This is an optimization exercise on Yosys and OpenROAD, whose aim is small area, a short achievable clock period and few clock cycles, not a production implementation.
At most, simulation tests tie the RTL to the original design; equivalence was not proved.
Power figures rest on the tool's default switching activity, not on a simulated workload.

==> build 38 <==
## crossbar
module crossbar (
	input clk,                                        
	input reset,                                      
	input  master_0_req,				  
	output master_0_ack,                              
	input  master_0_cmd,				  
	output master_0_resp,                             
	input  [31:0] master_0_addr,                      
	input  [31:0] master_0_wdata,                     
	output [31:0] master_0_rdata,                     
	input  master_1_req,				
	output master_1_ack,
	input  master_1_cmd,				
	output master_1_resp,
	input  [31:0] master_1_addr,
	input  [31:0] master_1_wdata,
	output [31:0] master_1_rdata,
	input  master_2_req,
	output master_2_ack,
	input  master_2_cmd,
	output master_2_resp,
	input  [31:0] master_2_addr,
	input  [31:0] master_2_wdata,
	output [31:0] master_2_rdata,
	input  master_3_req,
	output master_3_ack,
	input  master_3_cmd,
	output master_3_resp,
	input  [31:0] master_3_addr,
	input  [31:0] master_3_wdata,
	output [31:0] master_3_rdata,
	output slave_0_req,
	input  slave_0_ack,
	output slave_0_cmd,
	input  slave_0_resp,
	input  [31:0] slave_0_rdata,
	output [31:0] slave_0_wdata,
	output [31:0] slave_0_addr,
	output slave_1_req,
	input  slave_1_ack,
	output slave_1_cmd,
	input  slave_1_resp,
	input  [31:0] slave_1_rdata,
	output [31:0] slave_1_wdata,
	output [31:0] slave_1_addr,
	output slave_2_req,
	input  slave_2_ack,
	output slave_2_cmd,
	input  slave_2_resp,
	input  [31:0] slave_2_rdata,
	output [31:0] slave_2_wdata,
	output [31:0] slave_2_addr,
	output slave_3_req,
	input  slave_3_ack,
	output slave_3_cmd,
	input  slave_3_resp,
	input  [31:0] slave_3_rdata,
	output [31:0] slave_3_wdata,
	output [31:0] slave_3_addr
	);
export LEC_CHECK = 0
export CAP_MARGIN = 20
export CELL_PAD_IN_SITES_DETAIL_PLACEMENT = 1
export CORE_AREA = 5 5 295 295
export DIE_AREA = 0 0 300 300
export PLACE_DENSITY = 0.35
export SETUP_SLACK_MARGIN = 1.5
export SLEW_MARGIN = 20
export SYNTH_HIERARCHICAL = 1
export SYNTH_MINIMUM_KEEP_SIZE = 0
create_clock -name core_clock -period 6.0 [get_ports {clk}]
standard.sh (not shown) runs the stock make flow with config.mk's settings and CLKGATE_MAP_FILE= SYNTH_SCRIPT=/design/flow/synth_recipe.tcl, a recipe that flattens the netlist after the stock synthesis.
==> flow/flow/run.sh <==
#!/bin/bash
# Standard ORFS layout; the only change is the cell used for the port
# buffers (a plain buffer instead of the delay cell buffer_ports picks).
set -euo pipefail
BUF=${PORT_BUF:-sky130_fd_sc_hd__buf_1}
bash standard.sh "BUFFER_PORTS_ARGS=-buffer_cell $BUF" finish > flow_make.log 2>&1
==> trial 80 (differences from build 38) <==
--- a/flow/design.v
+++ b/flow/design.v
@@ -97,17 +97,17 @@
 	wire [3:0]  s_ack   = {slave_3_ack, slave_2_ack, slave_1_ack, slave_0_ack};
 	wire [3:0]  s_resp  = {slave_3_resp, slave_2_resp, slave_1_resp, slave_0_resp};
 	wire [31:0] s_rdata[0:3];
 	assign s_rdata[0] = slave_0_rdata;
 	assign s_rdata[1] = slave_1_rdata;
 	assign s_rdata[2] = slave_2_rdata;
 	assign s_rdata[3] = slave_3_rdata;
 	wire [3:0] sel [0:3];
-	genvar s, m, b;
+	genvar s, m;
 	generate
 	  for (m = 0; m < 4; m = m + 1) begin : md
 	    assign sel[m] = 4'b0001 << m_addr[m][31:30];
 	  end
 	endgenerate
 	wire [3:0] r [0:3];
 	wire [3:0] g [0:3];
 	generate
@@ -121,25 +121,27 @@
 	    );
 	  end
 	endgenerate
 	wire [3:0]  sl_req, sl_cmd;
 	wire [31:0] sl_addr [0:3];
 	wire [31:0] sl_wdata[0:3];
 	generate
 	  for (s = 0; s < 4; s = s + 1) begin : so
-	    assign sl_req[s] = |r[s];
+	    assign sl_req[s] = |g[s];
 	    assign sl_cmd[s] = |(g[s] & m_cmd);
 	    assign sl_addr[s][31:30] = sl_req[s] ? s : 2'b00;
-	    for (b = 0; b < 30; b = b + 1) begin : ab
-	      andor4 u (.g(g[s]), .d({m_addr[3][b], m_addr[2][b], m_addr[1][b], m_addr[0][b]}), .y(sl_addr[s][b]));
-	    end
-	    for (b = 0; b < 32; b = b + 1) begin : wb
-	      andor4 u (.g(g[s]), .d({m_wdata[3][b], m_wdata[2][b], m_wdata[1][b], m_wdata[0][b]}), .y(sl_wdata[s][b]));
-	    end
+	    assign sl_addr[s][29:0] = ({30{g[s][0]}} & m_addr[0][29:0])
+	                            | ({30{g[s][1]}} & m_addr[1][29:0])
+	                            | ({30{g[s][2]}} & m_addr[2][29:0])
+	                            | ({30{g[s][3]}} & m_addr[3][29:0]);
+	    assign sl_wdata[s] = ({32{g[s][0]}} & m_wdata[0])
+	                       | ({32{g[s][1]}} & m_wdata[1])
+	                       | ({32{g[s][2]}} & m_wdata[2])
+	                       | ({32{g[s][3]}} & m_wdata[3]);
 	  end
 	endgenerate
 	assign slave_0_req = sl_req[0]; assign slave_0_cmd = sl_cmd[0];
 	assign slave_1_req = sl_req[1]; assign slave_1_cmd = sl_cmd[1];
 	assign slave_2_req = sl_req[2]; assign slave_2_cmd = sl_cmd[2];
 	assign slave_3_req = sl_req[3]; assign slave_3_cmd = sl_cmd[3];
 	assign slave_0_addr = sl_addr[0]; assign slave_0_wdata = sl_wdata[0];
 	assign slave_1_addr = sl_addr[1]; assign slave_1_wdata = sl_wdata[1];
@@ -163,40 +165,19 @@
 	  if (reset)
 	    rpend <= 4'b0000;
 	  else
 	    rpend <= m_ack & ~m_cmd;
 	end
 	generate
 	  for (m = 0; m < 4; m = m + 1) begin : mr
 	    assign rv[m] = sel[m] & s_resp & {4{rpend[m]}};
-	    for (b = 0; b < 32; b = b + 1) begin : rb
-	      andor4 u (.g(rv[m]), .d({s_rdata[3][b], s_rdata[2][b], s_rdata[1][b], s_rdata[0][b]}), .y(m_rdata[m][b]));
-	    end
+	    assign m_rdata[m] = ({32{rv[m][0]}} & s_rdata[0])
+	                      | ({32{rv[m][1]}} & s_rdata[1])
+	                      | ({32{rv[m][2]}} & s_rdata[2])
+	                      | ({32{rv[m][3]}} & s_rdata[3]);
 	  end
 	endgenerate
 	assign master_0_resp = |rv[0]; assign master_0_rdata = m_rdata[0];
 	assign master_1_resp = |rv[1]; assign master_1_rdata = m_rdata[1];
 	assign master_2_resp = |rv[2]; assign master_2_rdata = m_rdata[2];
 	assign master_3_resp = |rv[3]; assign master_3_rdata = m_rdata[3];
 endmodule
-module andor4 (
-	input  [3:0] g,
-	input  [3:0] d,
-	output       y
-	);
-	wire x, z;
-	aoi222 u0 (.a1(g[0]), .a2(d[0]), .b1(g[1]), .b2(d[1]), .c1(g[2]), .c2(d[2]), .y(x));
-	nand2  u1 (.a(g[3]), .b(d[3]), .y(z));
-	nand2  u2 (.a(x), .b(z), .y(y));
-endmodule
-module aoi222 (
-	input  a1, a2, b1, b2, c1, c2,
-	output y
-	);
-	assign y = ~((a1 & a2) | (b1 & b2) | (c1 & c2));
-endmodule
-module nand2 (
-	input  a, b,
-	output y
-	);
-	assign y = ~(a & b);
-endmodule
==> flow/run.sh (new file) <==
#!/bin/bash
# synth_recipe.tcl (not shown) runs the flow's synth.tcl, then flattens the netlist and writes it again
# the make line also repeats each setting of config.mk as NAME=value (left out here)
make -C /OpenROAD-flow-scripts/flow DESIGN_CONFIG=/design/flow/config.mk WORK_HOME=/design/flow/orfs CLKGATE_MAP_FILE= SYNTH_SCRIPT=/design/flow/synth_recipe.tcl finish
Settings changed: SYNTH_HIERARCHICAL 1 to not set, SYNTH_MINIMUM_KEEP_SIZE 0 to not set.
removed: flow/flow/run.sh
removed: flow/standard.sh
==> build 36 (differences from build 38) <==
--- a/flow/design.v
+++ b/flow/design.v
@@ -97,17 +97,17 @@
 	wire [3:0]  s_ack   = {slave_3_ack, slave_2_ack, slave_1_ack, slave_0_ack};
 	wire [3:0]  s_resp  = {slave_3_resp, slave_2_resp, slave_1_resp, slave_0_resp};
 	wire [31:0] s_rdata[0:3];
 	assign s_rdata[0] = slave_0_rdata;
 	assign s_rdata[1] = slave_1_rdata;
 	assign s_rdata[2] = slave_2_rdata;
 	assign s_rdata[3] = slave_3_rdata;
 	wire [3:0] sel [0:3];
-	genvar s, m, b;
+	genvar s, m;
 	generate
 	  for (m = 0; m < 4; m = m + 1) begin : md
 	    assign sel[m] = 4'b0001 << m_addr[m][31:30];
 	  end
 	endgenerate
 	wire [3:0] r [0:3];
 	wire [3:0] g [0:3];
 	generate
@@ -121,25 +121,27 @@
 	    );
 	  end
 	endgenerate
 	wire [3:0]  sl_req, sl_cmd;
 	wire [31:0] sl_addr [0:3];
 	wire [31:0] sl_wdata[0:3];
 	generate
 	  for (s = 0; s < 4; s = s + 1) begin : so
-	    assign sl_req[s] = |r[s];
+	    assign sl_req[s] = |g[s];
 	    assign sl_cmd[s] = |(g[s] & m_cmd);
 	    assign sl_addr[s][31:30] = sl_req[s] ? s : 2'b00;
-	    for (b = 0; b < 30; b = b + 1) begin : ab
-	      andor4 u (.g(g[s]), .d({m_addr[3][b], m_addr[2][b], m_addr[1][b], m_addr[0][b]}), .y(sl_addr[s][b]));
-	    end
-	    for (b = 0; b < 32; b = b + 1) begin : wb
-	      andor4 u (.g(g[s]), .d({m_wdata[3][b], m_wdata[2][b], m_wdata[1][b], m_wdata[0][b]}), .y(sl_wdata[s][b]));
-	    end
+	    assign sl_addr[s][29:0] = ({30{g[s][0]}} & m_addr[0][29:0])
+	                            | ({30{g[s][1]}} & m_addr[1][29:0])
+	                            | ({30{g[s][2]}} & m_addr[2][29:0])
+	                            | ({30{g[s][3]}} & m_addr[3][29:0]);
+	    assign sl_wdata[s] = ({32{g[s][0]}} & m_wdata[0])
+	                       | ({32{g[s][1]}} & m_wdata[1])
+	                       | ({32{g[s][2]}} & m_wdata[2])
+	                       | ({32{g[s][3]}} & m_wdata[3]);
 	  end
 	endgenerate
 	assign slave_0_req = sl_req[0]; assign slave_0_cmd = sl_cmd[0];
 	assign slave_1_req = sl_req[1]; assign slave_1_cmd = sl_cmd[1];
 	assign slave_2_req = sl_req[2]; assign slave_2_cmd = sl_cmd[2];
 	assign slave_3_req = sl_req[3]; assign slave_3_cmd = sl_cmd[3];
 	assign slave_0_addr = sl_addr[0]; assign slave_0_wdata = sl_wdata[0];
 	assign slave_1_addr = sl_addr[1]; assign slave_1_wdata = sl_wdata[1];
@@ -163,40 +165,19 @@
 	  if (reset)
 	    rpend <= 4'b0000;
 	  else
 	    rpend <= m_ack & ~m_cmd;
 	end
 	generate
 	  for (m = 0; m < 4; m = m + 1) begin : mr
 	    assign rv[m] = sel[m] & s_resp & {4{rpend[m]}};
-	    for (b = 0; b < 32; b = b + 1) begin : rb
-	      andor4 u (.g(rv[m]), .d({s_rdata[3][b], s_rdata[2][b], s_rdata[1][b], s_rdata[0][b]}), .y(m_rdata[m][b]));
-	    end
+	    assign m_rdata[m] = ({32{rv[m][0]}} & s_rdata[0])
+	                      | ({32{rv[m][1]}} & s_rdata[1])
+	                      | ({32{rv[m][2]}} & s_rdata[2])
+	                      | ({32{rv[m][3]}} & s_rdata[3]);
 	  end
 	endgenerate
 	assign master_0_resp = |rv[0]; assign master_0_rdata = m_rdata[0];
 	assign master_1_resp = |rv[1]; assign master_1_rdata = m_rdata[1];
 	assign master_2_resp = |rv[2]; assign master_2_rdata = m_rdata[2];
 	assign master_3_resp = |rv[3]; assign master_3_rdata = m_rdata[3];
 endmodule
-module andor4 (
-	input  [3:0] g,
-	input  [3:0] d,
-	output       y
-	);
-	wire x, z;
-	aoi222 u0 (.a1(g[0]), .a2(d[0]), .b1(g[1]), .b2(d[1]), .c1(g[2]), .c2(d[2]), .y(x));
-	nand2  u1 (.a(g[3]), .b(d[3]), .y(z));
-	nand2  u2 (.a(x), .b(z), .y(y));
-endmodule
-module aoi222 (
-	input  a1, a2, b1, b2, c1, c2,
-	output y
-	);
-	assign y = ~((a1 & a2) | (b1 & b2) | (c1 & c2));
-endmodule
-module nand2 (
-	input  a, b,
-	output y
-	);
-	assign y = ~(a & b);
-endmodule
Settings changed: CTS_BUF_LIST set to sky130_fd_sc_hd__clkbuf_4 sky130_fd_sc_hd__clkbuf_8, SYNTH_HIERARCHICAL 1 to not set, SYNTH_MINIMUM_KEEP_SIZE 0 to not set.
==> summary of the runs <==
- Cell area: build 36 < build 38 < trial 80.
- Clock power: build 38 is higher than build 36 (about 90%).
- Between trial 80 and build 38, the lower cell count is in trial 80 (gap 4.1%, measured against build 38).
- In build 38 the total power is smaller than in trial 80, by about 17%.
==> figures <==
Relative area of clock buffers and inverters in the final design: trial 80 0.434%; build 38 0.588%; build 36 0.295%
Distinct cells, synth: trial 80 55; build 38 33; build 36 55
Wire per inst: trial 80 36.1 um; build 38 35.5 um; build 36 28.5 um
Worst slew margin relative to its limit: trial 80 44.3%; build 38 24.3%; build 36 35.6%
Logic depth of the worst path, buffers included: trial 80 9; build 38 12; build 36 8
Status: trial 80 timing/DRC/antenna clean; build 38 timing/DRC/antenna clean; build 36 timing/DRC/antenna clean
Setup Fix Bufs, Post-CTS: trial 80 50; build 38 34; build 36 6
Total Nets Final: trial 80 2610; build 38 2744; build 36 2532
GRT Overall Usage: trial 80 24.0%; build 38 22.5%; build 36 18.2%
Cell Count Post-Placement: trial 80 3170; build 38 3292; build 36 3165
Testbench counts of trial 80, summed over its fixed seeds: cycles 3,369.
Testbench counts of build 36, summed over its fixed seeds: cycles 3,369.
For build 38, only the layout was checked, not whether the RTL still works.

static timing again, ports no longer ideal:
Ports are ideal in the flow. The routed layouts listed here were re-timed in OpenROAD. Step 1 (the two cells are an assumption about what drives the block):
set clk [get_ports {clk}]
set_driving_cell -lib_cell sky130_fd_sc_hd__clkbuf_16 $clk
set_driving_cell -lib_cell sky130_fd_sc_hd__buf_2 [delete_from_list [all_inputs] $clk]
Step 2 times the ports against the registers' clock, not the clock port: input delays grow and output delays shrink by t, the midpoint of the rising clock arrivals with the driver on. a / b / c = ideal ports / drivers / drivers and shift; a / b = the first two.
run	t, ns	setup WS [ns]	worst register clock-pin slew, ns
build 38	0.291	1.441 / 1.363 / 1.363	0.06 / 0.06
trial 80	0.296	1.379 / 1.306 / 1.306	0.05 / 0.05
build 36	0.279	1.468 / 1.366 / 1.366	0.06 / 0.06
After both steps setup and hold are still met in every run listed. The setup slack of build 36, which loses most, moves by -0.102 ns with the drivers and by -0.102 ns with both steps.
